Background: an optimization exercise with open tools, aiming at small area, a short achievable clock period and few clock cycles. Do not read the settings as production practice. The RTL of this run was laid out without a check of its function. Power figures rest on the tool's default switching activity, not on a simulated workload.

==> flow/flow/run.sh <==
#!/bin/bash
# Standard ORFS layout, but with small buffers on the ports instead of the
# delay cells buffer_ports picks by default.  Each tool's output is logged
# by ORFS under orfs/logs; make's own output goes to flow_make.log.
set -euo pipefail
export BUFFER_PORTS_ARGS="-buffer_cell sky130_fd_sc_hd__buf_1"
bash standard.sh > flow_make.log 2>&1
==> flow/standard.sh <==
#!/bin/bash
# synth_recipe.tcl (not shown) runs the flow's synth.tcl, then flattens the netlist and writes it again
# the make line also repeats each setting of config.mk as NAME=value (left out here)
make -C /OpenROAD-flow-scripts/flow DESIGN_CONFIG=/design/flow/config.mk WORK_HOME=/design/flow/orfs CLKGATE_MAP_FILE= SYNTH_SCRIPT=/design/flow/synth_recipe.tcl "${@:-finish}"
==> flow/config.mk <==
export PLATFORM = sky130hd
export DESIGN_NAME = signed_right_shift_mplier
export DESIGN_NICKNAME = signed_right_shift_mplier
export VERILOG_FILES = /design/flow/design.v
export SDC_FILE = /design/flow/constraint.sdc
export NUM_CORES = 4
export LEC_CHECK = 0
export CAP_MARGIN = 20
export CORE_MARGIN = 2
export CORE_UTILIZATION = 40
export SETUP_SLACK_MARGIN = 2.8
export SLEW_MARGIN = 20
export SYNTH_HIERARCHICAL = 1
==> flow/constraint.sdc <==
create_clock -name core_clock -period 5.0 [get_ports {clk}]
set_input_delay 1.0000 -clock core_clock [delete_from_list [all_inputs] [get_ports {clk}]]
set_output_delay 1.0000 -clock core_clock [all_outputs]
set_load 0.01 [all_outputs]
==> flow/design.v <==
module signed_right_shift_mplier #(
    parameter N = 32
)(
    input                 clk,
    input                 rst_n,       
    input    [N-1:0]      mcand,
    input    [N-1:0]      mplier,
    output   [2*N-1:0]    product,
    output                done
);
    reg  [31:0] mc;           
    reg  [31:0] pl;           
    reg  [3:0]  e_one, e_two, e_neg;   
    reg  [32:0] S, C;         
    reg  [7:0]  sl, cl;       
    reg         cin;          
    reg  [31:0] ph;           
    reg  [3:0]  e_onen, e_twon, e_negn;   
    reg         first;        
    reg         firstn;       
    reg  [2:0]  cnt;
    reg         done_r;
    function [11:0] benc(input [8:0] b);
        integer k;
        reg x2, x1, x0;
        begin
            for (k = 0; k < 4; k = k + 1) begin
                x2 = b[2*k+2]; x1 = b[2*k+1]; x0 = b[2*k];
                benc[k]     = x1 ^ x0;                               
                benc[4+k]   = (x2 & ~x1 & ~x0) | (~x2 & x1 & x0);    
                benc[8+k]   = x2;                                    
            end
        end
    endfunction
    wire [11:0] enc_start = benc({mplier[7:0], 1'b0});
    wire [11:0] enc_next  = benc(pl[15:7]);
    wire [32:0] mx  = {mc[31], mc};
    wire [32:0] mx2 = {mc, 1'b0};
    wire [3:0]  one_h = ~e_onen, two_h = ~e_twon, neg_h = ~e_negn;
    wire [32:0] pp0, pp1, pp2, pp3;
    wire [32:0] sel0 = {({16{one_h[0]}} & mx[32:17]) | ({16{two_h[0]}} & mx2[32:17]),
                        ({17{e_one[0]}} & mx[16:0]) | ({17{e_two[0]}} & mx2[16:0])};
    wire [32:0] sel1 = {({16{one_h[1]}} & mx[32:17]) | ({16{two_h[1]}} & mx2[32:17]),
                        ({17{e_one[1]}} & mx[16:0]) | ({17{e_two[1]}} & mx2[16:0])};
    wire [32:0] sel2 = {({16{one_h[2]}} & mx[32:17]) | ({16{two_h[2]}} & mx2[32:17]),
                        ({17{e_one[2]}} & mx[16:0]) | ({17{e_two[2]}} & mx2[16:0])};
    wire [32:0] sel3 = {({16{one_h[3]}} & mx[32:17]) | ({16{two_h[3]}} & mx2[32:17]),
                        ({17{e_one[3]}} & mx[16:0]) | ({17{e_two[3]}} & mx2[16:0])};
    assign pp0 = (sel0 ^ {{16{neg_h[0]}}, {17{e_neg[0]}}}) ^ {1'b1, 32'b0};
    assign pp1 = (sel1 ^ {{16{neg_h[1]}}, {17{e_neg[1]}}}) ^ {1'b1, 32'b0};
    assign pp2 = (sel2 ^ {{16{neg_h[2]}}, {17{e_neg[2]}}}) ^ {1'b1, 32'b0};
    assign pp3 = (sel3 ^ {{16{neg_h[3]}}, {17{e_neg[3]}}}) ^ {1'b1, 32'b0};
    wire [32:0] negs;
    genvar g;
    generate
        for (g = 0; g < 33; g = g + 1) begin : g_negs
            if (g % 2 == 0 && g < 31) begin : g_e
                assign negs[g] = pl[g+1];
            end else begin : g_o
                assign negs[g] = 1'b0;
            end
        end
    endgenerate
    wire        first_h = ~firstn;
    wire [32:0] hs = {first_h ? negs[32:17] : S[32:17], first ? negs[16:0] : S[16:0]};
    wire [32:0] hc = {first_h ? {1'b1, 15'b0} : C[32:17], first ? 17'b0 : C[16:0]};
    wire hs0_ = hs[4] ^ hc[4];
    wire hc0_ = hs[4] & hc[4];
    wire fs0, fc0;
    csa_fac u_fa0 (.a(hs[5]), .b(hc[5]), .c(pp0[5]), .s(fs0), .co(fc0));
    wire fs1, fc1;
    csa_fac u_fa1 (.a(hs[6]), .b(hc[6]), .c(pp0[6]), .s(fs1), .co(fc1));
    wire hs1_ = pp1[4] ^ pp2[2];
    wire hc1_ = pp1[4] & pp2[2];
    wire fs2, fc2;
    csa_fac u_fa2 (.a(hs[7]), .b(hc[7]), .c(pp0[7]), .s(fs2), .co(fc2));
    wire fs3, fc3;
    csa_fac u_fa3 (.a(pp1[5]), .b(pp2[3]), .c(pp3[1]), .s(fs3), .co(fc3));
    wire fs4, fc4;
    csa_fac u_fa4 (.a(hs[8]), .b(hc[8]), .c(pp0[8]), .s(fs4), .co(fc4));
    wire fs5, fc5;
    csa_fac u_fa5 (.a(pp1[6]), .b(pp2[4]), .c(pp3[2]), .s(fs5), .co(fc5));
    wire fs6, fc6;
    csa_fac u_fa6 (.a(hs[9]), .b(hc[9]), .c(pp0[9]), .s(fs6), .co(fc6));
    wire fs7, fc7;
    csa_fac u_fa7 (.a(pp1[7]), .b(pp2[5]), .c(pp3[3]), .s(fs7), .co(fc7));
    wire fs8, fc8;
    csa_fac u_fa8 (.a(hs[10]), .b(hc[10]), .c(pp0[10]), .s(fs8), .co(fc8));
    wire fs9, fc9;
    csa_fac u_fa9 (.a(pp1[8]), .b(pp2[6]), .c(pp3[4]), .s(fs9), .co(fc9));
    wire fs10, fc10;
    csa_fac u_fa10 (.a(hs[11]), .b(hc[11]), .c(pp0[11]), .s(fs10), .co(fc10));
    wire fs11, fc11;
    csa_fac u_fa11 (.a(pp1[9]), .b(pp2[7]), .c(pp3[5]), .s(fs11), .co(fc11));
    wire fs12, fc12;
    csa_fac u_fa12 (.a(hs[12]), .b(hc[12]), .c(pp0[12]), .s(fs12), .co(fc12));
    wire fs13, fc13;
    csa_fac u_fa13 (.a(pp1[10]), .b(pp2[8]), .c(pp3[6]), .s(fs13), .co(fc13));
    wire fs14, fc14;
    csa_fac u_fa14 (.a(hs[13]), .b(hc[13]), .c(pp0[13]), .s(fs14), .co(fc14));
    wire fs15, fc15;
    csa_fac u_fa15 (.a(pp1[11]), .b(pp2[9]), .c(pp3[7]), .s(fs15), .co(fc15));
    wire fs16, fc16;
    csa_fac u_fa16 (.a(hs[14]), .b(hc[14]), .c(pp0[14]), .s(fs16), .co(fc16));
    wire fs17, fc17;
    csa_fac u_fa17 (.a(pp1[12]), .b(pp2[10]), .c(pp3[8]), .s(fs17), .co(fc17));
    wire fs18, fc18;
    csa_fac u_fa18 (.a(hs[15]), .b(hc[15]), .c(pp0[15]), .s(fs18), .co(fc18));
    wire fs19, fc19;
    csa_fac u_fa19 (.a(pp1[13]), .b(pp2[11]), .c(pp3[9]), .s(fs19), .co(fc19));
    wire fs20, fc20;
    csa_fac u_fa20 (.a(hs[16]), .b(hc[16]), .c(pp0[16]), .s(fs20), .co(fc20));
    wire fs21, fc21;
    csa_fac u_fa21 (.a(pp1[14]), .b(pp2[12]), .c(pp3[10]), .s(fs21), .co(fc21));
    wire fs22, fc22;
    csa_fac u_fa22 (.a(hs[17]), .b(hc[17]), .c(pp0[17]), .s(fs22), .co(fc22));
    wire fs23, fc23;
    csa_fac u_fa23 (.a(pp1[15]), .b(pp2[13]), .c(pp3[11]), .s(fs23), .co(fc23));
    wire fs24, fc24;
    csa_fac u_fa24 (.a(hs[18]), .b(hc[18]), .c(pp0[18]), .s(fs24), .co(fc24));
    wire fs25, fc25;
    csa_fac u_fa25 (.a(pp1[16]), .b(pp2[14]), .c(pp3[12]), .s(fs25), .co(fc25));
    wire fs26, fc26;
    csa_fac u_fa26 (.a(hs[19]), .b(hc[19]), .c(pp0[19]), .s(fs26), .co(fc26));
    wire fs27, fc27;
    csa_fac u_fa27 (.a(pp1[17]), .b(pp2[15]), .c(pp3[13]), .s(fs27), .co(fc27));
    wire fs28, fc28;
    csa_fac u_fa28 (.a(hs[20]), .b(hc[20]), .c(pp0[20]), .s(fs28), .co(fc28));
    wire fs29, fc29;
    csa_fac u_fa29 (.a(pp1[18]), .b(pp2[16]), .c(pp3[14]), .s(fs29), .co(fc29));
    wire fs30, fc30;
    csa_fac u_fa30 (.a(hs[21]), .b(hc[21]), .c(pp0[21]), .s(fs30), .co(fc30));
    wire fs31, fc31;
    csa_fac u_fa31 (.a(pp1[19]), .b(pp2[17]), .c(pp3[15]), .s(fs31), .co(fc31));
    wire fs32, fc32;
    csa_fac u_fa32 (.a(hs[22]), .b(hc[22]), .c(pp0[22]), .s(fs32), .co(fc32));
    wire fs33, fc33;
    csa_fac u_fa33 (.a(pp1[20]), .b(pp2[18]), .c(pp3[16]), .s(fs33), .co(fc33));
    wire fs34, fc34;
    csa_fac u_fa34 (.a(hs[23]), .b(hc[23]), .c(pp0[23]), .s(fs34), .co(fc34));
    wire fs35, fc35;
    csa_fac u_fa35 (.a(pp1[21]), .b(pp2[19]), .c(pp3[17]), .s(fs35), .co(fc35));
    wire fs36, fc36;
    csa_fac u_fa36 (.a(hs[24]), .b(hc[24]), .c(pp0[24]), .s(fs36), .co(fc36));
    wire fs37, fc37;
    csa_fac u_fa37 (.a(pp1[22]), .b(pp2[20]), .c(pp3[18]), .s(fs37), .co(fc37));
    wire fs38, fc38;
    csa_fac u_fa38 (.a(hs[25]), .b(hc[25]), .c(pp0[25]), .s(fs38), .co(fc38));
    wire fs39, fc39;
    csa_fac u_fa39 (.a(pp1[23]), .b(pp2[21]), .c(pp3[19]), .s(fs39), .co(fc39));
    wire fs40, fc40;
    csa_fac u_fa40 (.a(hs[26]), .b(hc[26]), .c(pp0[26]), .s(fs40), .co(fc40));
    wire fs41, fc41;
    csa_fac u_fa41 (.a(pp1[24]), .b(pp2[22]), .c(pp3[20]), .s(fs41), .co(fc41));
    wire fs42, fc42;
    csa_fac u_fa42 (.a(hs[27]), .b(hc[27]), .c(pp0[27]), .s(fs42), .co(fc42));
    wire fs43, fc43;
    csa_fac u_fa43 (.a(pp1[25]), .b(pp2[23]), .c(pp3[21]), .s(fs43), .co(fc43));
    wire fs44, fc44;
    csa_fac u_fa44 (.a(hs[28]), .b(hc[28]), .c(pp0[28]), .s(fs44), .co(fc44));
    wire fs45, fc45;
    csa_fac u_fa45 (.a(pp1[26]), .b(pp2[24]), .c(pp3[22]), .s(fs45), .co(fc45));
    wire fs46, fc46;
    csa_fac u_fa46 (.a(hs[29]), .b(hc[29]), .c(pp0[29]), .s(fs46), .co(fc46));
    wire fs47, fc47;
    csa_fac u_fa47 (.a(pp1[27]), .b(pp2[25]), .c(pp3[23]), .s(fs47), .co(fc47));
    wire fs48, fc48;
    csa_fac u_fa48 (.a(hs[30]), .b(hc[30]), .c(pp0[30]), .s(fs48), .co(fc48));
    wire fs49, fc49;
    csa_fac u_fa49 (.a(pp1[28]), .b(pp2[26]), .c(pp3[24]), .s(fs49), .co(fc49));
    wire fs50, fc50;
    csa_fac u_fa50 (.a(hs[31]), .b(hc[31]), .c(pp0[31]), .s(fs50), .co(fc50));
    wire fs51, fc51;
    csa_fac u_fa51 (.a(pp1[29]), .b(pp2[27]), .c(pp3[25]), .s(fs51), .co(fc51));
    wire fs52, fc52;
    csa_fac u_fa52 (.a(hs[32]), .b(hc[32]), .c(pp0[32]), .s(fs52), .co(fc52));
    wire fs53, fc53;
    csa_fac u_fa53 (.a(pp1[30]), .b(pp2[28]), .c(pp3[26]), .s(fs53), .co(fc53));
    wire fs54 = ~(pp1[31] ^ pp2[29]);
    wire fc54 = pp1[31] | pp2[29];
    wire hs2_ = hs[2] ^ hc[2];
    wire hc2_ = hs[2] & hc[2];
    wire fs55, fc55;
    csa_fa u_fa55 (.a(hs[3]), .b(hc[3]), .c(pp0[3]), .s(fs55), .co(fc55));
    wire fs56, fc56;
    csa_fa u_fa56 (.a(hs0_), .b(pp0[4]), .c(pp1[2]), .s(fs56), .co(fc56));
    wire fs57, fc57;
    csa_fa u_fa57 (.a(hc0_), .b(pp1[3]), .c(pp2[1]), .s(fs57), .co(fc57));
    wire fs58, fc58;
    csa_fa u_fa58 (.a(pp3[0]), .b(hs1_), .c(fc0), .s(fs58), .co(fc58));
    wire fs59, fc59;
    csa_fa u_fa59 (.a(hc1_), .b(fc1), .c(fs2), .s(fs59), .co(fc59));
    wire fs60, fc60;
    csa_fa u_fa60 (.a(fc2), .b(fc3), .c(fs4), .s(fs60), .co(fc60));
    wire fs61, fc61;
    csa_fa u_fa61 (.a(fc4), .b(fc5), .c(fs6), .s(fs61), .co(fc61));
    wire fs62, fc62;
    csa_fa u_fa62 (.a(fc6), .b(fc7), .c(fs8), .s(fs62), .co(fc62));
    wire fs63, fc63;
    csa_fa u_fa63 (.a(fc8), .b(fc9), .c(fs10), .s(fs63), .co(fc63));
    wire fs64, fc64;
    csa_fa u_fa64 (.a(fc10), .b(fc11), .c(fs12), .s(fs64), .co(fc64));
    wire fs65, fc65;
    csa_fa u_fa65 (.a(fc12), .b(fc13), .c(fs14), .s(fs65), .co(fc65));
    wire fs66, fc66;
    csa_fa u_fa66 (.a(fc14), .b(fc15), .c(fs16), .s(fs66), .co(fc66));
    wire fs67, fc67;
    csa_fa u_fa67 (.a(fc16), .b(fc17), .c(fs18), .s(fs67), .co(fc67));
    wire fs68, fc68;
    csa_fa u_fa68 (.a(fc18), .b(fc19), .c(fs20), .s(fs68), .co(fc68));
    wire fs69, fc69;
    csa_fa u_fa69 (.a(fc20), .b(fc21), .c(fs22), .s(fs69), .co(fc69));
    wire fs70, fc70;
    csa_fa u_fa70 (.a(fc22), .b(fc23), .c(fs24), .s(fs70), .co(fc70));
    wire fs71, fc71;
    csa_fa u_fa71 (.a(fc24), .b(fc25), .c(fs26), .s(fs71), .co(fc71));
    wire fs72, fc72;
    csa_fa u_fa72 (.a(fc26), .b(fc27), .c(fs28), .s(fs72), .co(fc72));
    wire fs73, fc73;
    csa_fa u_fa73 (.a(fc28), .b(fc29), .c(fs30), .s(fs73), .co(fc73));
    wire fs74, fc74;
    csa_fa u_fa74 (.a(fc30), .b(fc31), .c(fs32), .s(fs74), .co(fc74));
    wire fs75, fc75;
    csa_fa u_fa75 (.a(fc32), .b(fc33), .c(fs34), .s(fs75), .co(fc75));
    wire fs76, fc76;
    csa_fa u_fa76 (.a(fc34), .b(fc35), .c(fs36), .s(fs76), .co(fc76));
    wire fs77, fc77;
    csa_fa u_fa77 (.a(fc36), .b(fc37), .c(fs38), .s(fs77), .co(fc77));
    wire fs78, fc78;
    csa_fa u_fa78 (.a(fc38), .b(fc39), .c(fs40), .s(fs78), .co(fc78));
    wire fs79, fc79;
    csa_fa u_fa79 (.a(fc40), .b(fc41), .c(fs42), .s(fs79), .co(fc79));
    wire fs80, fc80;
    csa_fa u_fa80 (.a(fc42), .b(fc43), .c(fs44), .s(fs80), .co(fc80));
    wire fs81, fc81;
    csa_fa u_fa81 (.a(fc44), .b(fc45), .c(fs46), .s(fs81), .co(fc81));
    wire fs82, fc82;
    csa_fa u_fa82 (.a(fc46), .b(fc47), .c(fs48), .s(fs82), .co(fc82));
    wire fs83, fc83;
    csa_fa u_fa83 (.a(fc48), .b(fc49), .c(fs50), .s(fs83), .co(fc83));
    wire fs84, fc84;
    csa_fa u_fa84 (.a(fc50), .b(fc51), .c(fs52), .s(fs84), .co(fc84));
    wire fs85, fc85;
    csa_fa u_fa85 (.a(pp3[27]), .b(fc52), .c(fc53), .s(fs85), .co(fc85));
    wire fs86, fc86;
    csa_fa u_fa86 (.a(pp1[32]), .b(pp2[30]), .c(pp3[28]), .s(fs86), .co(fc86));
    wire hs3_ = 1'b1 ^ pp2[31];
    wire hc3_ = 1'b1 & pp2[31];
    wire fs87, fc87;
    csa_fa u_fa87 (.a(hs[0]), .b(hc[0]), .c(pp0[0]), .s(fs87), .co(fc87));
    wire fs88, fc88;
    csa_fa u_fa88 (.a(hs[1]), .b(hc[1]), .c(pp0[1]), .s(fs88), .co(fc88));
    wire fs89, fc89;
    csa_fa u_fa89 (.a(hs2_), .b(pp0[2]), .c(pp1[0]), .s(fs89), .co(fc89));
    wire fs90, fc90;
    csa_fa u_fa90 (.a(hc2_), .b(pp1[1]), .c(fs55), .s(fs90), .co(fc90));
    wire fs91, fc91;
    csa_fa u_fa91 (.a(pp2[0]), .b(fc55), .c(fs56), .s(fs91), .co(fc91));
    wire fs92, fc92;
    csa_fa u_fa92 (.a(fc56), .b(fs0), .c(fs57), .s(fs92), .co(fc92));
    wire fs93, fc93;
    csa_fa u_fa93 (.a(fc57), .b(fs1), .c(fs58), .s(fs93), .co(fc93));
    wire fs94, fc94;
    csa_fa u_fa94 (.a(fs3), .b(fc58), .c(fs59), .s(fs94), .co(fc94));
    wire fs95, fc95;
    csa_fa u_fa95 (.a(fs5), .b(fc59), .c(fs60), .s(fs95), .co(fc95));
    wire fs96, fc96;
    csa_fa u_fa96 (.a(fs7), .b(fc60), .c(fs61), .s(fs96), .co(fc96));
    wire fs97, fc97;
    csa_fa u_fa97 (.a(fs9), .b(fc61), .c(fs62), .s(fs97), .co(fc97));
    wire fs98, fc98;
    csa_fa u_fa98 (.a(fs11), .b(fc62), .c(fs63), .s(fs98), .co(fc98));
    wire fs99, fc99;
    csa_fa u_fa99 (.a(fs13), .b(fc63), .c(fs64), .s(fs99), .co(fc99));
    wire fs100, fc100;
    csa_fa u_fa100 (.a(fs15), .b(fc64), .c(fs65), .s(fs100), .co(fc100));
    wire fs101, fc101;
    csa_fa u_fa101 (.a(fs17), .b(fc65), .c(fs66), .s(fs101), .co(fc101));
    wire fs102, fc102;
    csa_fa u_fa102 (.a(fs19), .b(fc66), .c(fs67), .s(fs102), .co(fc102));
    wire fs103, fc103;
    csa_fa u_fa103 (.a(fs21), .b(fc67), .c(fs68), .s(fs103), .co(fc103));
    wire fs104, fc104;
    csa_fa u_fa104 (.a(fs23), .b(fc68), .c(fs69), .s(fs104), .co(fc104));
    wire fs105, fc105;
    csa_fa u_fa105 (.a(fs25), .b(fc69), .c(fs70), .s(fs105), .co(fc105));
    wire fs106, fc106;
    csa_fa u_fa106 (.a(fs27), .b(fc70), .c(fs71), .s(fs106), .co(fc106));
    wire fs107, fc107;
    csa_fa u_fa107 (.a(fs29), .b(fc71), .c(fs72), .s(fs107), .co(fc107));
    wire fs108, fc108;
    csa_fa u_fa108 (.a(fs31), .b(fc72), .c(fs73), .s(fs108), .co(fc108));
    wire fs109, fc109;
    csa_fa u_fa109 (.a(fs33), .b(fc73), .c(fs74), .s(fs109), .co(fc109));
    wire fs110, fc110;
    csa_fa u_fa110 (.a(fs35), .b(fc74), .c(fs75), .s(fs110), .co(fc110));
    wire fs111, fc111;
    csa_fa u_fa111 (.a(fs37), .b(fc75), .c(fs76), .s(fs111), .co(fc111));
    wire fs112, fc112;
    csa_fa u_fa112 (.a(fs39), .b(fc76), .c(fs77), .s(fs112), .co(fc112));
    wire fs113, fc113;
    csa_fa u_fa113 (.a(fs41), .b(fc77), .c(fs78), .s(fs113), .co(fc113));
    wire fs114, fc114;
    csa_fa u_fa114 (.a(fs43), .b(fc78), .c(fs79), .s(fs114), .co(fc114));
    wire fs115, fc115;
    csa_fa u_fa115 (.a(fs45), .b(fc79), .c(fs80), .s(fs115), .co(fc115));
    wire fs116, fc116;
    csa_fa u_fa116 (.a(fs47), .b(fc80), .c(fs81), .s(fs116), .co(fc116));
    wire fs117, fc117;
    csa_fa u_fa117 (.a(fs49), .b(fc81), .c(fs82), .s(fs117), .co(fc117));
    wire fs118, fc118;
    csa_fa u_fa118 (.a(fs51), .b(fc82), .c(fs83), .s(fs118), .co(fc118));
    wire fs119, fc119;
    csa_fa u_fa119 (.a(fs53), .b(fc83), .c(fs84), .s(fs119), .co(fc119));
    wire fs120, fc120;
    csa_fa u_fa120 (.a(fs54), .b(fs85), .c(fc84), .s(fs120), .co(fc120));
    wire fs121, fc121;
    csa_fa u_fa121 (.a(fc54), .b(fs86), .c(fc85), .s(fs121), .co(fc121));
    wire fs122, fc122;
    csa_fa u_fa122 (.a(pp3[29]), .b(hs3_), .c(fc86), .s(fs122), .co(fc122));
    wire fs123, fc123;
    csa_fa u_fa123 (.a(pp2[32]), .b(pp3[30]), .c(hc3_), .s(fs123), .co(fc123));
    wire hs4_ = 1'b1 ^ pp3[31];
    wire hc4_ = 1'b1 & pp3[31];
    wire [40:0] cs_s = {1'b0, 1'b1, pp3[32], hs4_, fs123, fs122, fs121, fs120, fs119, fs118, fs117, fs116, fs115, fs114, fs113, fs112, fs111, fs110, fs109, fs108, fs107, fs106, fs105, fs104, fs103, fs102, fs101, fs100, fs99, fs98, fs97, fs96, fs95, fs94, fs93, fs92, fs91, fs90, fs89, fs88, fs87};
    wire [40:0] cs_c = {1'b0, 1'b0, hc4_, fc123, fc122, fc121, fc120, fc119, fc118, fc117, fc116, fc115, fc114, fc113, fc112, fc111, fc110, fc109, fc108, fc107, fc106, fc105, fc104, fc103, fc102, fc101, fc100, fc99, fc98, fc97, fc96, fc95, fc94, fc93, fc92, fc91, fc90, fc89, fc88, fc87, 1'b0};
    wire [39:0] fa_a = {S[31:0], sl};
    wire [39:0] fa_b = {C[31:0], cl[7:1], cin};
    wire [39:0] pg_g = fa_a & fa_b;
    wire [39:0] pg_p = fa_a ^ fa_b;
    wire sk_g0_1;
    pfx_gray u_sk0 (.gh(pg_g[1]), .ph(pg_p[1]), .gl(pg_g[0]), .g(sk_g0_1));
    wire sk_g0_3, sk_p0_3;
    pfx_black u_sk1 (.gh(pg_g[3]), .ph(pg_p[3]), .gl(pg_g[2]), .pl(pg_p[2]), .g(sk_g0_3), .p(sk_p0_3));
    wire sk_g0_5, sk_p0_5;
    pfx_black u_sk2 (.gh(pg_g[5]), .ph(pg_p[5]), .gl(pg_g[4]), .pl(pg_p[4]), .g(sk_g0_5), .p(sk_p0_5));
    wire sk_g0_7, sk_p0_7;
    pfx_black u_sk3 (.gh(pg_g[7]), .ph(pg_p[7]), .gl(pg_g[6]), .pl(pg_p[6]), .g(sk_g0_7), .p(sk_p0_7));
    wire sk_g0_9, sk_p0_9;
    pfx_black u_sk4 (.gh(pg_g[9]), .ph(pg_p[9]), .gl(pg_g[8]), .pl(pg_p[8]), .g(sk_g0_9), .p(sk_p0_9));
    wire sk_g0_11, sk_p0_11;
    pfx_black u_sk5 (.gh(pg_g[11]), .ph(pg_p[11]), .gl(pg_g[10]), .pl(pg_p[10]), .g(sk_g0_11), .p(sk_p0_11));
    wire sk_g0_13, sk_p0_13;
    pfx_black u_sk6 (.gh(pg_g[13]), .ph(pg_p[13]), .gl(pg_g[12]), .pl(pg_p[12]), .g(sk_g0_13), .p(sk_p0_13));
    wire sk_g0_15, sk_p0_15;
    pfx_black u_sk7 (.gh(pg_g[15]), .ph(pg_p[15]), .gl(pg_g[14]), .pl(pg_p[14]), .g(sk_g0_15), .p(sk_p0_15));
    wire sk_g0_17, sk_p0_17;
    pfx_black u_sk8 (.gh(pg_g[17]), .ph(pg_p[17]), .gl(pg_g[16]), .pl(pg_p[16]), .g(sk_g0_17), .p(sk_p0_17));
    wire sk_g0_19, sk_p0_19;
    pfx_black u_sk9 (.gh(pg_g[19]), .ph(pg_p[19]), .gl(pg_g[18]), .pl(pg_p[18]), .g(sk_g0_19), .p(sk_p0_19));
    wire sk_g0_21, sk_p0_21;
    pfx_black u_sk10 (.gh(pg_g[21]), .ph(pg_p[21]), .gl(pg_g[20]), .pl(pg_p[20]), .g(sk_g0_21), .p(sk_p0_21));
    wire sk_g0_23, sk_p0_23;
    pfx_black u_sk11 (.gh(pg_g[23]), .ph(pg_p[23]), .gl(pg_g[22]), .pl(pg_p[22]), .g(sk_g0_23), .p(sk_p0_23));
    wire sk_g0_25, sk_p0_25;
    pfx_black u_sk12 (.gh(pg_g[25]), .ph(pg_p[25]), .gl(pg_g[24]), .pl(pg_p[24]), .g(sk_g0_25), .p(sk_p0_25));
    wire sk_g0_27, sk_p0_27;
    pfx_black u_sk13 (.gh(pg_g[27]), .ph(pg_p[27]), .gl(pg_g[26]), .pl(pg_p[26]), .g(sk_g0_27), .p(sk_p0_27));
    wire sk_g0_29, sk_p0_29;
    pfx_black u_sk14 (.gh(pg_g[29]), .ph(pg_p[29]), .gl(pg_g[28]), .pl(pg_p[28]), .g(sk_g0_29), .p(sk_p0_29));
    wire sk_g0_31, sk_p0_31;
    pfx_black u_sk15 (.gh(pg_g[31]), .ph(pg_p[31]), .gl(pg_g[30]), .pl(pg_p[30]), .g(sk_g0_31), .p(sk_p0_31));
    wire sk_g0_33, sk_p0_33;
    pfx_black u_sk16 (.gh(pg_g[33]), .ph(pg_p[33]), .gl(pg_g[32]), .pl(pg_p[32]), .g(sk_g0_33), .p(sk_p0_33));
    wire sk_g0_35, sk_p0_35;
    pfx_black u_sk17 (.gh(pg_g[35]), .ph(pg_p[35]), .gl(pg_g[34]), .pl(pg_p[34]), .g(sk_g0_35), .p(sk_p0_35));
    wire sk_g0_37, sk_p0_37;
    pfx_black u_sk18 (.gh(pg_g[37]), .ph(pg_p[37]), .gl(pg_g[36]), .pl(pg_p[36]), .g(sk_g0_37), .p(sk_p0_37));
    wire sk_g0_39, sk_p0_39;
    pfx_black u_sk19 (.gh(pg_g[39]), .ph(pg_p[39]), .gl(pg_g[38]), .pl(pg_p[38]), .g(sk_g0_39), .p(sk_p0_39));
    wire sk_g1_2;
    pfx_gray u_sk20 (.gh(pg_g[2]), .ph(pg_p[2]), .gl(sk_g0_1), .g(sk_g1_2));
    wire sk_g1_3;
    pfx_gray u_sk21 (.gh(sk_g0_3), .ph(sk_p0_3), .gl(sk_g0_1), .g(sk_g1_3));
    wire sk_g1_6, sk_p1_6;
    pfx_black u_sk22 (.gh(pg_g[6]), .ph(pg_p[6]), .gl(sk_g0_5), .pl(sk_p0_5), .g(sk_g1_6), .p(sk_p1_6));
    wire sk_g1_7, sk_p1_7;
    pfx_black u_sk23 (.gh(sk_g0_7), .ph(sk_p0_7), .gl(sk_g0_5), .pl(sk_p0_5), .g(sk_g1_7), .p(sk_p1_7));
    wire sk_g1_10, sk_p1_10;
    pfx_black u_sk24 (.gh(pg_g[10]), .ph(pg_p[10]), .gl(sk_g0_9), .pl(sk_p0_9), .g(sk_g1_10), .p(sk_p1_10));
    wire sk_g1_11, sk_p1_11;
    pfx_black u_sk25 (.gh(sk_g0_11), .ph(sk_p0_11), .gl(sk_g0_9), .pl(sk_p0_9), .g(sk_g1_11), .p(sk_p1_11));
    wire sk_g1_14, sk_p1_14;
    pfx_black u_sk26 (.gh(pg_g[14]), .ph(pg_p[14]), .gl(sk_g0_13), .pl(sk_p0_13), .g(sk_g1_14), .p(sk_p1_14));
    wire sk_g1_15, sk_p1_15;
    pfx_black u_sk27 (.gh(sk_g0_15), .ph(sk_p0_15), .gl(sk_g0_13), .pl(sk_p0_13), .g(sk_g1_15), .p(sk_p1_15));
    wire sk_g1_18, sk_p1_18;
    pfx_black u_sk28 (.gh(pg_g[18]), .ph(pg_p[18]), .gl(sk_g0_17), .pl(sk_p0_17), .g(sk_g1_18), .p(sk_p1_18));
    wire sk_g1_19, sk_p1_19;
    pfx_black u_sk29 (.gh(sk_g0_19), .ph(sk_p0_19), .gl(sk_g0_17), .pl(sk_p0_17), .g(sk_g1_19), .p(sk_p1_19));
    wire sk_g1_22, sk_p1_22;
    pfx_black u_sk30 (.gh(pg_g[22]), .ph(pg_p[22]), .gl(sk_g0_21), .pl(sk_p0_21), .g(sk_g1_22), .p(sk_p1_22));
    wire sk_g1_23, sk_p1_23;
    pfx_black u_sk31 (.gh(sk_g0_23), .ph(sk_p0_23), .gl(sk_g0_21), .pl(sk_p0_21), .g(sk_g1_23), .p(sk_p1_23));
    wire sk_g1_26, sk_p1_26;
    pfx_black u_sk32 (.gh(pg_g[26]), .ph(pg_p[26]), .gl(sk_g0_25), .pl(sk_p0_25), .g(sk_g1_26), .p(sk_p1_26));
    wire sk_g1_27, sk_p1_27;
    pfx_black u_sk33 (.gh(sk_g0_27), .ph(sk_p0_27), .gl(sk_g0_25), .pl(sk_p0_25), .g(sk_g1_27), .p(sk_p1_27));
    wire sk_g1_30, sk_p1_30;
    pfx_black u_sk34 (.gh(pg_g[30]), .ph(pg_p[30]), .gl(sk_g0_29), .pl(sk_p0_29), .g(sk_g1_30), .p(sk_p1_30));
    wire sk_g1_31, sk_p1_31;
    pfx_black u_sk35 (.gh(sk_g0_31), .ph(sk_p0_31), .gl(sk_g0_29), .pl(sk_p0_29), .g(sk_g1_31), .p(sk_p1_31));
    wire sk_g1_34, sk_p1_34;
    pfx_black u_sk36 (.gh(pg_g[34]), .ph(pg_p[34]), .gl(sk_g0_33), .pl(sk_p0_33), .g(sk_g1_34), .p(sk_p1_34));
    wire sk_g1_35, sk_p1_35;
    pfx_black u_sk37 (.gh(sk_g0_35), .ph(sk_p0_35), .gl(sk_g0_33), .pl(sk_p0_33), .g(sk_g1_35), .p(sk_p1_35));
    wire sk_g1_38, sk_p1_38;
    pfx_black u_sk38 (.gh(pg_g[38]), .ph(pg_p[38]), .gl(sk_g0_37), .pl(sk_p0_37), .g(sk_g1_38), .p(sk_p1_38));
    wire sk_g1_39, sk_p1_39;
    pfx_black u_sk39 (.gh(sk_g0_39), .ph(sk_p0_39), .gl(sk_g0_37), .pl(sk_p0_37), .g(sk_g1_39), .p(sk_p1_39));
    wire sk_g2_4;
    pfx_gray u_sk40 (.gh(pg_g[4]), .ph(pg_p[4]), .gl(sk_g1_3), .g(sk_g2_4));
    wire sk_g2_5;
    pfx_gray u_sk41 (.gh(sk_g0_5), .ph(sk_p0_5), .gl(sk_g1_3), .g(sk_g2_5));
    wire sk_g2_6;
    pfx_gray u_sk42 (.gh(sk_g1_6), .ph(sk_p1_6), .gl(sk_g1_3), .g(sk_g2_6));
    wire sk_g2_7;
    pfx_gray u_sk43 (.gh(sk_g1_7), .ph(sk_p1_7), .gl(sk_g1_3), .g(sk_g2_7));
    wire sk_g2_12, sk_p2_12;
    pfx_black u_sk44 (.gh(pg_g[12]), .ph(pg_p[12]), .gl(sk_g1_11), .pl(sk_p1_11), .g(sk_g2_12), .p(sk_p2_12));
    wire sk_g2_13, sk_p2_13;
    pfx_black u_sk45 (.gh(sk_g0_13), .ph(sk_p0_13), .gl(sk_g1_11), .pl(sk_p1_11), .g(sk_g2_13), .p(sk_p2_13));
    wire sk_g2_14, sk_p2_14;
    pfx_black u_sk46 (.gh(sk_g1_14), .ph(sk_p1_14), .gl(sk_g1_11), .pl(sk_p1_11), .g(sk_g2_14), .p(sk_p2_14));
    wire sk_g2_15, sk_p2_15;
    pfx_black u_sk47 (.gh(sk_g1_15), .ph(sk_p1_15), .gl(sk_g1_11), .pl(sk_p1_11), .g(sk_g2_15), .p(sk_p2_15));
    wire sk_g2_20, sk_p2_20;
    pfx_black u_sk48 (.gh(pg_g[20]), .ph(pg_p[20]), .gl(sk_g1_19), .pl(sk_p1_19), .g(sk_g2_20), .p(sk_p2_20));
    wire sk_g2_21, sk_p2_21;
    pfx_black u_sk49 (.gh(sk_g0_21), .ph(sk_p0_21), .gl(sk_g1_19), .pl(sk_p1_19), .g(sk_g2_21), .p(sk_p2_21));
    wire sk_g2_22, sk_p2_22;
    pfx_black u_sk50 (.gh(sk_g1_22), .ph(sk_p1_22), .gl(sk_g1_19), .pl(sk_p1_19), .g(sk_g2_22), .p(sk_p2_22));
    wire sk_g2_23, sk_p2_23;
    pfx_black u_sk51 (.gh(sk_g1_23), .ph(sk_p1_23), .gl(sk_g1_19), .pl(sk_p1_19), .g(sk_g2_23), .p(sk_p2_23));
    wire sk_g2_28, sk_p2_28;
    pfx_black u_sk52 (.gh(pg_g[28]), .ph(pg_p[28]), .gl(sk_g1_27), .pl(sk_p1_27), .g(sk_g2_28), .p(sk_p2_28));
    wire sk_g2_29, sk_p2_29;
    pfx_black u_sk53 (.gh(sk_g0_29), .ph(sk_p0_29), .gl(sk_g1_27), .pl(sk_p1_27), .g(sk_g2_29), .p(sk_p2_29));
    wire sk_g2_30, sk_p2_30;
    pfx_black u_sk54 (.gh(sk_g1_30), .ph(sk_p1_30), .gl(sk_g1_27), .pl(sk_p1_27), .g(sk_g2_30), .p(sk_p2_30));
    wire sk_g2_31, sk_p2_31;
    pfx_black u_sk55 (.gh(sk_g1_31), .ph(sk_p1_31), .gl(sk_g1_27), .pl(sk_p1_27), .g(sk_g2_31), .p(sk_p2_31));
    wire sk_g2_36, sk_p2_36;
    pfx_black u_sk56 (.gh(pg_g[36]), .ph(pg_p[36]), .gl(sk_g1_35), .pl(sk_p1_35), .g(sk_g2_36), .p(sk_p2_36));
    wire sk_g2_37, sk_p2_37;
    pfx_black u_sk57 (.gh(sk_g0_37), .ph(sk_p0_37), .gl(sk_g1_35), .pl(sk_p1_35), .g(sk_g2_37), .p(sk_p2_37));
    wire sk_g2_38, sk_p2_38;
    pfx_black u_sk58 (.gh(sk_g1_38), .ph(sk_p1_38), .gl(sk_g1_35), .pl(sk_p1_35), .g(sk_g2_38), .p(sk_p2_38));
    wire sk_g2_39, sk_p2_39;
    pfx_black u_sk59 (.gh(sk_g1_39), .ph(sk_p1_39), .gl(sk_g1_35), .pl(sk_p1_35), .g(sk_g2_39), .p(sk_p2_39));
    wire sk_g3_8;
    pfx_gray u_sk60 (.gh(pg_g[8]), .ph(pg_p[8]), .gl(sk_g2_7), .g(sk_g3_8));
    wire sk_g3_9;
    pfx_gray u_sk61 (.gh(sk_g0_9), .ph(sk_p0_9), .gl(sk_g2_7), .g(sk_g3_9));
    wire sk_g3_10;
    pfx_gray u_sk62 (.gh(sk_g1_10), .ph(sk_p1_10), .gl(sk_g2_7), .g(sk_g3_10));
    wire sk_g3_11;
    pfx_gray u_sk63 (.gh(sk_g1_11), .ph(sk_p1_11), .gl(sk_g2_7), .g(sk_g3_11));
    wire sk_g3_12;
    pfx_gray u_sk64 (.gh(sk_g2_12), .ph(sk_p2_12), .gl(sk_g2_7), .g(sk_g3_12));
    wire sk_g3_13;
    pfx_gray u_sk65 (.gh(sk_g2_13), .ph(sk_p2_13), .gl(sk_g2_7), .g(sk_g3_13));
    wire sk_g3_14;
    pfx_gray u_sk66 (.gh(sk_g2_14), .ph(sk_p2_14), .gl(sk_g2_7), .g(sk_g3_14));
    wire sk_g3_15;
    pfx_gray u_sk67 (.gh(sk_g2_15), .ph(sk_p2_15), .gl(sk_g2_7), .g(sk_g3_15));
    wire sk_g3_24, sk_p3_24;
    pfx_black u_sk68 (.gh(pg_g[24]), .ph(pg_p[24]), .gl(sk_g2_23), .pl(sk_p2_23), .g(sk_g3_24), .p(sk_p3_24));
    wire sk_g3_25, sk_p3_25;
    pfx_black u_sk69 (.gh(sk_g0_25), .ph(sk_p0_25), .gl(sk_g2_23), .pl(sk_p2_23), .g(sk_g3_25), .p(sk_p3_25));
    wire sk_g3_26, sk_p3_26;
    pfx_black u_sk70 (.gh(sk_g1_26), .ph(sk_p1_26), .gl(sk_g2_23), .pl(sk_p2_23), .g(sk_g3_26), .p(sk_p3_26));
    wire sk_g3_27, sk_p3_27;
    pfx_black u_sk71 (.gh(sk_g1_27), .ph(sk_p1_27), .gl(sk_g2_23), .pl(sk_p2_23), .g(sk_g3_27), .p(sk_p3_27));
    wire sk_g3_28, sk_p3_28;
    pfx_black u_sk72 (.gh(sk_g2_28), .ph(sk_p2_28), .gl(sk_g2_23), .pl(sk_p2_23), .g(sk_g3_28), .p(sk_p3_28));
    wire sk_g3_29, sk_p3_29;
    pfx_black u_sk73 (.gh(sk_g2_29), .ph(sk_p2_29), .gl(sk_g2_23), .pl(sk_p2_23), .g(sk_g3_29), .p(sk_p3_29));
    wire sk_g3_30, sk_p3_30;
    pfx_black u_sk74 (.gh(sk_g2_30), .ph(sk_p2_30), .gl(sk_g2_23), .pl(sk_p2_23), .g(sk_g3_30), .p(sk_p3_30));
    wire sk_g3_31, sk_p3_31;
    pfx_black u_sk75 (.gh(sk_g2_31), .ph(sk_p2_31), .gl(sk_g2_23), .pl(sk_p2_23), .g(sk_g3_31), .p(sk_p3_31));
    wire sk_g4_16;
    pfx_gray u_sk76 (.gh(pg_g[16]), .ph(pg_p[16]), .gl(sk_g3_15), .g(sk_g4_16));
    wire sk_g4_17;
    pfx_gray u_sk77 (.gh(sk_g0_17), .ph(sk_p0_17), .gl(sk_g3_15), .g(sk_g4_17));
    wire sk_g4_18;
    pfx_gray u_sk78 (.gh(sk_g1_18), .ph(sk_p1_18), .gl(sk_g3_15), .g(sk_g4_18));
    wire sk_g4_19;
    pfx_gray u_sk79 (.gh(sk_g1_19), .ph(sk_p1_19), .gl(sk_g3_15), .g(sk_g4_19));
    wire sk_g4_20;
    pfx_gray u_sk80 (.gh(sk_g2_20), .ph(sk_p2_20), .gl(sk_g3_15), .g(sk_g4_20));
    wire sk_g4_21;
    pfx_gray u_sk81 (.gh(sk_g2_21), .ph(sk_p2_21), .gl(sk_g3_15), .g(sk_g4_21));
    wire sk_g4_22;
    pfx_gray u_sk82 (.gh(sk_g2_22), .ph(sk_p2_22), .gl(sk_g3_15), .g(sk_g4_22));
    wire sk_g4_23;
    pfx_gray u_sk83 (.gh(sk_g2_23), .ph(sk_p2_23), .gl(sk_g3_15), .g(sk_g4_23));
    wire sk_g4_24;
    pfx_gray u_sk84 (.gh(sk_g3_24), .ph(sk_p3_24), .gl(sk_g3_15), .g(sk_g4_24));
    wire sk_g4_25;
    pfx_gray u_sk85 (.gh(sk_g3_25), .ph(sk_p3_25), .gl(sk_g3_15), .g(sk_g4_25));
    wire sk_g4_26;
    pfx_gray u_sk86 (.gh(sk_g3_26), .ph(sk_p3_26), .gl(sk_g3_15), .g(sk_g4_26));
    wire sk_g4_27;
    pfx_gray u_sk87 (.gh(sk_g3_27), .ph(sk_p3_27), .gl(sk_g3_15), .g(sk_g4_27));
    wire sk_g4_28;
    pfx_gray u_sk88 (.gh(sk_g3_28), .ph(sk_p3_28), .gl(sk_g3_15), .g(sk_g4_28));
    wire sk_g4_29;
    pfx_gray u_sk89 (.gh(sk_g3_29), .ph(sk_p3_29), .gl(sk_g3_15), .g(sk_g4_29));
    wire sk_g4_30;
    pfx_gray u_sk90 (.gh(sk_g3_30), .ph(sk_p3_30), .gl(sk_g3_15), .g(sk_g4_30));
    wire sk_g4_31;
    pfx_gray u_sk91 (.gh(sk_g3_31), .ph(sk_p3_31), .gl(sk_g3_15), .g(sk_g4_31));
    wire sk_g5_32;
    pfx_gray u_sk92 (.gh(pg_g[32]), .ph(pg_p[32]), .gl(sk_g4_31), .g(sk_g5_32));
    wire sk_g5_33;
    pfx_gray u_sk93 (.gh(sk_g0_33), .ph(sk_p0_33), .gl(sk_g4_31), .g(sk_g5_33));
    wire sk_g5_34;
    pfx_gray u_sk94 (.gh(sk_g1_34), .ph(sk_p1_34), .gl(sk_g4_31), .g(sk_g5_34));
    wire sk_g5_35;
    pfx_gray u_sk95 (.gh(sk_g1_35), .ph(sk_p1_35), .gl(sk_g4_31), .g(sk_g5_35));
    wire sk_g5_36;
    pfx_gray u_sk96 (.gh(sk_g2_36), .ph(sk_p2_36), .gl(sk_g4_31), .g(sk_g5_36));
    wire sk_g5_37;
    pfx_gray u_sk97 (.gh(sk_g2_37), .ph(sk_p2_37), .gl(sk_g4_31), .g(sk_g5_37));
    wire sk_g5_38;
    pfx_gray u_sk98 (.gh(sk_g2_38), .ph(sk_p2_38), .gl(sk_g4_31), .g(sk_g5_38));
    wire sk_g5_39;
    pfx_gray u_sk99 (.gh(sk_g2_39), .ph(sk_p2_39), .gl(sk_g4_31), .g(sk_g5_39));
    wire [39:0] fsum;
    assign fsum[0] = pg_p[0];
    assign fsum[1] = pg_p[1] ^ pg_g[0];
    assign fsum[2] = pg_p[2] ^ sk_g0_1;
    assign fsum[3] = pg_p[3] ^ sk_g1_2;
    assign fsum[4] = pg_p[4] ^ sk_g1_3;
    assign fsum[5] = pg_p[5] ^ sk_g2_4;
    assign fsum[6] = pg_p[6] ^ sk_g2_5;
    assign fsum[7] = pg_p[7] ^ sk_g2_6;
    assign fsum[8] = pg_p[8] ^ sk_g2_7;
    assign fsum[9] = pg_p[9] ^ sk_g3_8;
    assign fsum[10] = pg_p[10] ^ sk_g3_9;
    assign fsum[11] = pg_p[11] ^ sk_g3_10;
    assign fsum[12] = pg_p[12] ^ sk_g3_11;
    assign fsum[13] = pg_p[13] ^ sk_g3_12;
    assign fsum[14] = pg_p[14] ^ sk_g3_13;
    assign fsum[15] = pg_p[15] ^ sk_g3_14;
    assign fsum[16] = pg_p[16] ^ sk_g3_15;
    assign fsum[17] = pg_p[17] ^ sk_g4_16;
    assign fsum[18] = pg_p[18] ^ sk_g4_17;
    assign fsum[19] = pg_p[19] ^ sk_g4_18;
    assign fsum[20] = pg_p[20] ^ sk_g4_19;
    assign fsum[21] = pg_p[21] ^ sk_g4_20;
    assign fsum[22] = pg_p[22] ^ sk_g4_21;
    assign fsum[23] = pg_p[23] ^ sk_g4_22;
    assign fsum[24] = pg_p[24] ^ sk_g4_23;
    assign fsum[25] = pg_p[25] ^ sk_g4_24;
    assign fsum[26] = pg_p[26] ^ sk_g4_25;
    assign fsum[27] = pg_p[27] ^ sk_g4_26;
    assign fsum[28] = pg_p[28] ^ sk_g4_27;
    assign fsum[29] = pg_p[29] ^ sk_g4_28;
    assign fsum[30] = pg_p[30] ^ sk_g4_29;
    assign fsum[31] = pg_p[31] ^ sk_g4_30;
    assign fsum[32] = pg_p[32] ^ sk_g4_31;
    assign fsum[33] = pg_p[33] ^ sk_g5_32;
    assign fsum[34] = pg_p[34] ^ sk_g5_33;
    assign fsum[35] = pg_p[35] ^ sk_g5_34;
    assign fsum[36] = pg_p[36] ^ sk_g5_35;
    assign fsum[37] = pg_p[37] ^ sk_g5_36;
    assign fsum[38] = pg_p[38] ^ sk_g5_37;
    assign fsum[39] = pg_p[39] ^ sk_g5_38;
    wire cout = sk_g2_7;
    always @(posedge clk) begin
        first  <= ~rst_n;
        firstn <= rst_n;
        if (!rst_n) begin
            mc    <= mcand;
            pl    <= mplier;
            e_one <= enc_start[3:0];
            e_two <= enc_start[7:4];
            e_neg <= enc_start[11:8];
            e_onen <= ~enc_start[3:0];
            e_twon <= ~enc_start[7:4];
            e_negn <= ~enc_start[11:8];
            cnt   <= 3'd0;
            done_r <= 1'b0;
        end else begin
            pl    <= {fsum[7:0], pl[31:8]};
            e_one <= enc_next[3:0];
            e_two <= enc_next[7:4];
            e_neg <= enc_next[11:8];
            e_onen <= ~enc_next[3:0];
            e_twon <= ~enc_next[7:4];
            e_negn <= ~enc_next[11:8];
            cnt   <= cnt + 3'd1;
            done_r <= (cnt == 3'd4);
        end
        S   <= cs_s[40:8];
        C   <= cs_c[40:8];
        sl  <= cs_s[7:0];
        cl  <= cs_c[7:0];
        cin <= first ? 1'b0 : cout;
        ph  <= fsum[39:8];
    end
    assign product = {ph, pl};
    assign done    = done_r;
endmodule
module pfx_black (
    input  gh,
    input  ph,
    input  gl,
    input  pl,
    output g,
    output p
);
    assign g = gh | (ph & gl);
    assign p = ph & pl;
endmodule
module pfx_gray (
    input  gh,
    input  ph,
    input  gl,
    output g
);
    assign g = gh | (ph & gl);
endmodule
module csa_fa (
    input  a,
    input  b,
    input  c,
    output s,
    output co
);
    wire t;
    csa_xor u_x (.a(a), .b(b), .y(t));
    assign s  = t ^ c;
    assign co = (a & b) | (a & c) | (b & c);
endmodule
module csa_fac (
    input  a,
    input  b,
    input  c,
    output s,
    output co
);
    assign s  = a ^ b ^ c;
    assign co = (a & b) | (a & c) | (b & c);
endmodule
module csa_xor (
    input  a,
    input  b,
    output y
);
    assign y = a ^ b;
endmodule
==> impl_metrics.json <==
{
  "status": "finished clean",
  "final_common_cell": "xor2_1",
  "reg2reg_slack_ps": 2700,
  "antenna_cells": 0,
  "worst_ep_arrival_time_ps": 2630,
  "cts-root-buf": "clkbuf_16",
  "seq_power_share_pct": 23.5,
  "ys_async_sr_fraction_pct": 0,
  "synth_warnings": 7,
  "syn_inst": 1230,
  "viasPerCell": 5.19,
  "grt_pass1_wl_mm": 51.5,
  "routabilityCongestion": 0.875,
  "grt_max_degree": 67,
  "reg2reg_to": "C[6]",
  "pwr-share-clk_pct": 11.0,
  "wl_per_cell_um": 18.9,
  "cts_sinks": 200,
  "post-route-min-period_ps": 2300,
  "switching_share_pct": 42.1,
  "grt_pass1_vias": 9080,
  "drc": 0,
  "hold_viol": 0,
  "antenna_found_initial": 0,
  "pwr_density_cell_nw_per_um2": 787,
  "syn2layout_area_growth_pct": 25.4,
  "via_count": 9813,
  "grt-ovfl-total": 0,
  "mostFrequentLayoutCells": "167 x xor2_1, 134 x dfxtp_1, 127 x buf_1",
  "drive_gt1_share_pct": 31.1,
  "clock_latency_ps": 450,
  "ys_types": 38,
  "cp-end-kind": "register",
  "cts_tree": "built",
  "clk_pin_slew_ps": 80,
  "ys.flop_type": "dfxtp_1",
  "internal_power_mw": 7.51,
  "ir_drop_mv": 0.282,
  "dr.pass1.iters": 5,
  "slowest_delay_ps": 500,
  "synth-xor-area-share_pct": 21.2,
  "fin_hold_ws_ps": 437,
  "post-route-util_pct": 50.8,
  "synth_edf_count": 32,
  "coreArea_sq_um": 32500,
  "cts_htree_levels": 4,
  "die_height_um": 185,
  "fin_nets": 1601,
  "cts_buffers": 17,
  "hold_start": "cnt[0]",
  "port_buffers": 130,
  "rsz0062_at_grt": "yes",
  "start_util_pct": 40.5,
  "synthAdderAreaFrac_pct": 18.4,
  "netlist_area_sq_um": 13100,
  "crit_buf_inv": 1,
  "cp_slowest_cell": "edfxtp_1",
  "hp-class": "register to register",
  "worstMarginPinSlew_ps": 726,
  "critPathLaunchType": "register",
  "p_comb_share_pct": 65.5,
  "worstReg2RegStart": "mc[12]",
  "dr_wl_met3_mm": 2.40,
  "track_usage_pct": 19.8,
  "fmax_mhz": 436,
  "drv_cap": 0,
  "hold_path_depth": 1,
  "cts_hold_buf": 0,
  "drt_iter0_markers": 825,
  "pre_cts_ws_ps": 1780,
  "fin_total_pwr_mw": 13.0,
  "path_max_fanout": 3,
  "drv_slew": 0,
  "wl_met2_mm": 16.3,
  "ys_ff_latch": 200,
  "reg2regPathDepth": 6,
  "postRouteAntennaNets": 0,
  "drt-met1-wl_mm": 16.3,
  "p_switching_mw": 5.45,
  "fin_crit_sh_pct": 45.9,
  "dp_hpwl_mm": 24.0,
  "cp_top_family": "adder cells",
  "synth_compound_area_share_pct": 13.4,
  "slew_headroom_pct": 51.6,
  "cpMostUsedCell": "maj3_2",
  "crit_required_ps": 5340,
  "synth-simple-area-share_pct": 6.67,
  "finalSetupTns_ps": 0,
  "routed_wl_mm": 35.7,
  "top_layer_used": "met4",
  "worst-setup-path-type": "register to register",
  "clock-skew-final_ps": 17.1,
  "rows": 66,
  "path_cells": "buf_6, a22oi_2, xnor2_2, fa_1, maj3_2, maj3_2",
  "ios": 131,
  "fin_ws_ps": 2700,
  "synth_seq_area_share_pct": 32.9,
  "finalSetupViolCount": 0,
  "dieWidth_um": 185,
  "synth_top_family_by_area": "XOR/XNOR gates",
  "die_area_sq_um": 34300,
  "whs_endpoint": "cnt[0]",
  "muxShareOfSynthArea_pct": 3.32,
  "cts_buffer_depth": 2,
  "p_leak_nw": 6.93,
  "synth.avg_cell_area_sq_um": 10.7
}
==> layout make-up <==
cell class | instances | area [sq um]
timing repair inverter | 1 | 7.51
tap | 442 | 553
multi-input combinational | 926 | 9070
clock inverter | 11 | 125
sequential | 200 | 4420
clock buffer | 21 | 482
inverter | 27 | 130
fill | 2866 | 16000
timing repair buffer | 263 | 1700
==> per-stage QoR <==
step	cell area, sq um	std cells
after CTS	15200	1819
after global placement	13800	1730
after detailed placement	13800	1730
final	16500	1891
after floorplan	13200	1231
after global routing	16500	1891
==> power by group through the flow <==
stage               Sequential, mW  Combinational (mW)  Clock [mW]
finish                        3.04                8.49        1.43
global route                  3.11                9.33        1.52
CTS                           3.00                7.79        1.46
detailed placement            3.02                7.38           0
global placement              3.02                7.29           0
floorplan                     2.76                6.08           0
==> worst max-delay path by stage <==
stage               startpoint  endpoint  slack, ps  depth (start not counted)
finish                  mc[12]      C[6]       2700                          6
detailed placement       rst_n  e_two[0]       1780                          5
CTS                      sl[1]    ph[29]       2750                          8
floorplan             e_neg[0]      S[1]       2810                          7
global route            mc[12]      C[6]       2650                          6
global placement         rst_n  e_two[0]       1890                          5
==> per-module statistics from Yosys, one instance, submodules excluded <==
module	times used	cell area, sq um
signed_right_shift_mplier	1	8990
csa_fa	69	20.0
csa_fac	54	20.0
pfx_black	58	13.8
csa_xor	69	8.76
pfx_gray	38	7.51
==> kinds of logic after synthesis <==
family,after synthesis
buffers and inverters,105
adders and majority gates,168
AOI/OAI and AO/OA,250
muxes,39
and+or+nand+nor,149
other,1
DFF,200
xor gates and xnor gates,318
==> per-layer routing <==
layer,vias up,global-route usage (%)
li1,4632,-
met1,4751,28.0
met2,383,31.1
met3,47,3.48
met4,0,5.02
met5,-,0
==> Yosys cell counts, types with 27 or more instances <==
| cell | instances | area (sq um) |
|---|---|---|
| xor2_1 | 176 | 1540 |
| dfxtp_1 | 168 | 3360 |
| xnor2_1 | 142 | 1240 |
| a21o_1 | 97 | 728 |
| and2_1 | 81 | 507 |
| maj3_2 | 69 | 777 |
| a22oi_1 | 64 | 480 |
| o22ai_1 | 61 | 382 |
| fa_1 | 54 | 1080 |
| ha_1 | 45 | 563 |
| mux2_2 | 37 | 417 |
| buf_2 | 33 | 165 |
| edfxtp_1 | 32 | 961 |
| nor2b_1 | 28 | 175 |
| inv_1 | 27 | 101 |
==> registers in the layout (all words and copies together), names as in the netlist, 7 cells and up <==
signal,cells
C,31
mc,32
ph,32
sl,8
S,31
cl,7
pl,29
==> what timing repair did <==
action,CTS,global route
buffers inserted,54,71
pin swaps,29,118
setup endpoints to repair,134,75
cloned,3,1
gates resized for setup,107,138

what the ideal ports hide:
Ports are ideal in the flow. The routed layout listed here was re-timed in OpenROAD.
Step 1: set_driving_cell puts a clkbuf_16 on clk and a buf_2 on each other input, an assumption about the parent block.
Step 2 moves the port delays by t, midway between the first and last clock arrival at a register: inputs arrive t later, outputs are due t later. That takes back most of the time a late clock gives input paths.
a / b / c = ideal / step 1 / step 2; a / b = the first two.
t (ns): 0.489
slack for setup (ns): 2.704 / 2.704 / 2.516
slew at the worst register clock pin (ns): 0.09 / 0.09
pins driven straight from the clock port: 1
After both steps this run still meets setup and hold. For this run, drivers alone change the setup slack by 0.000 ns; drivers and shift together by -0.188 ns.
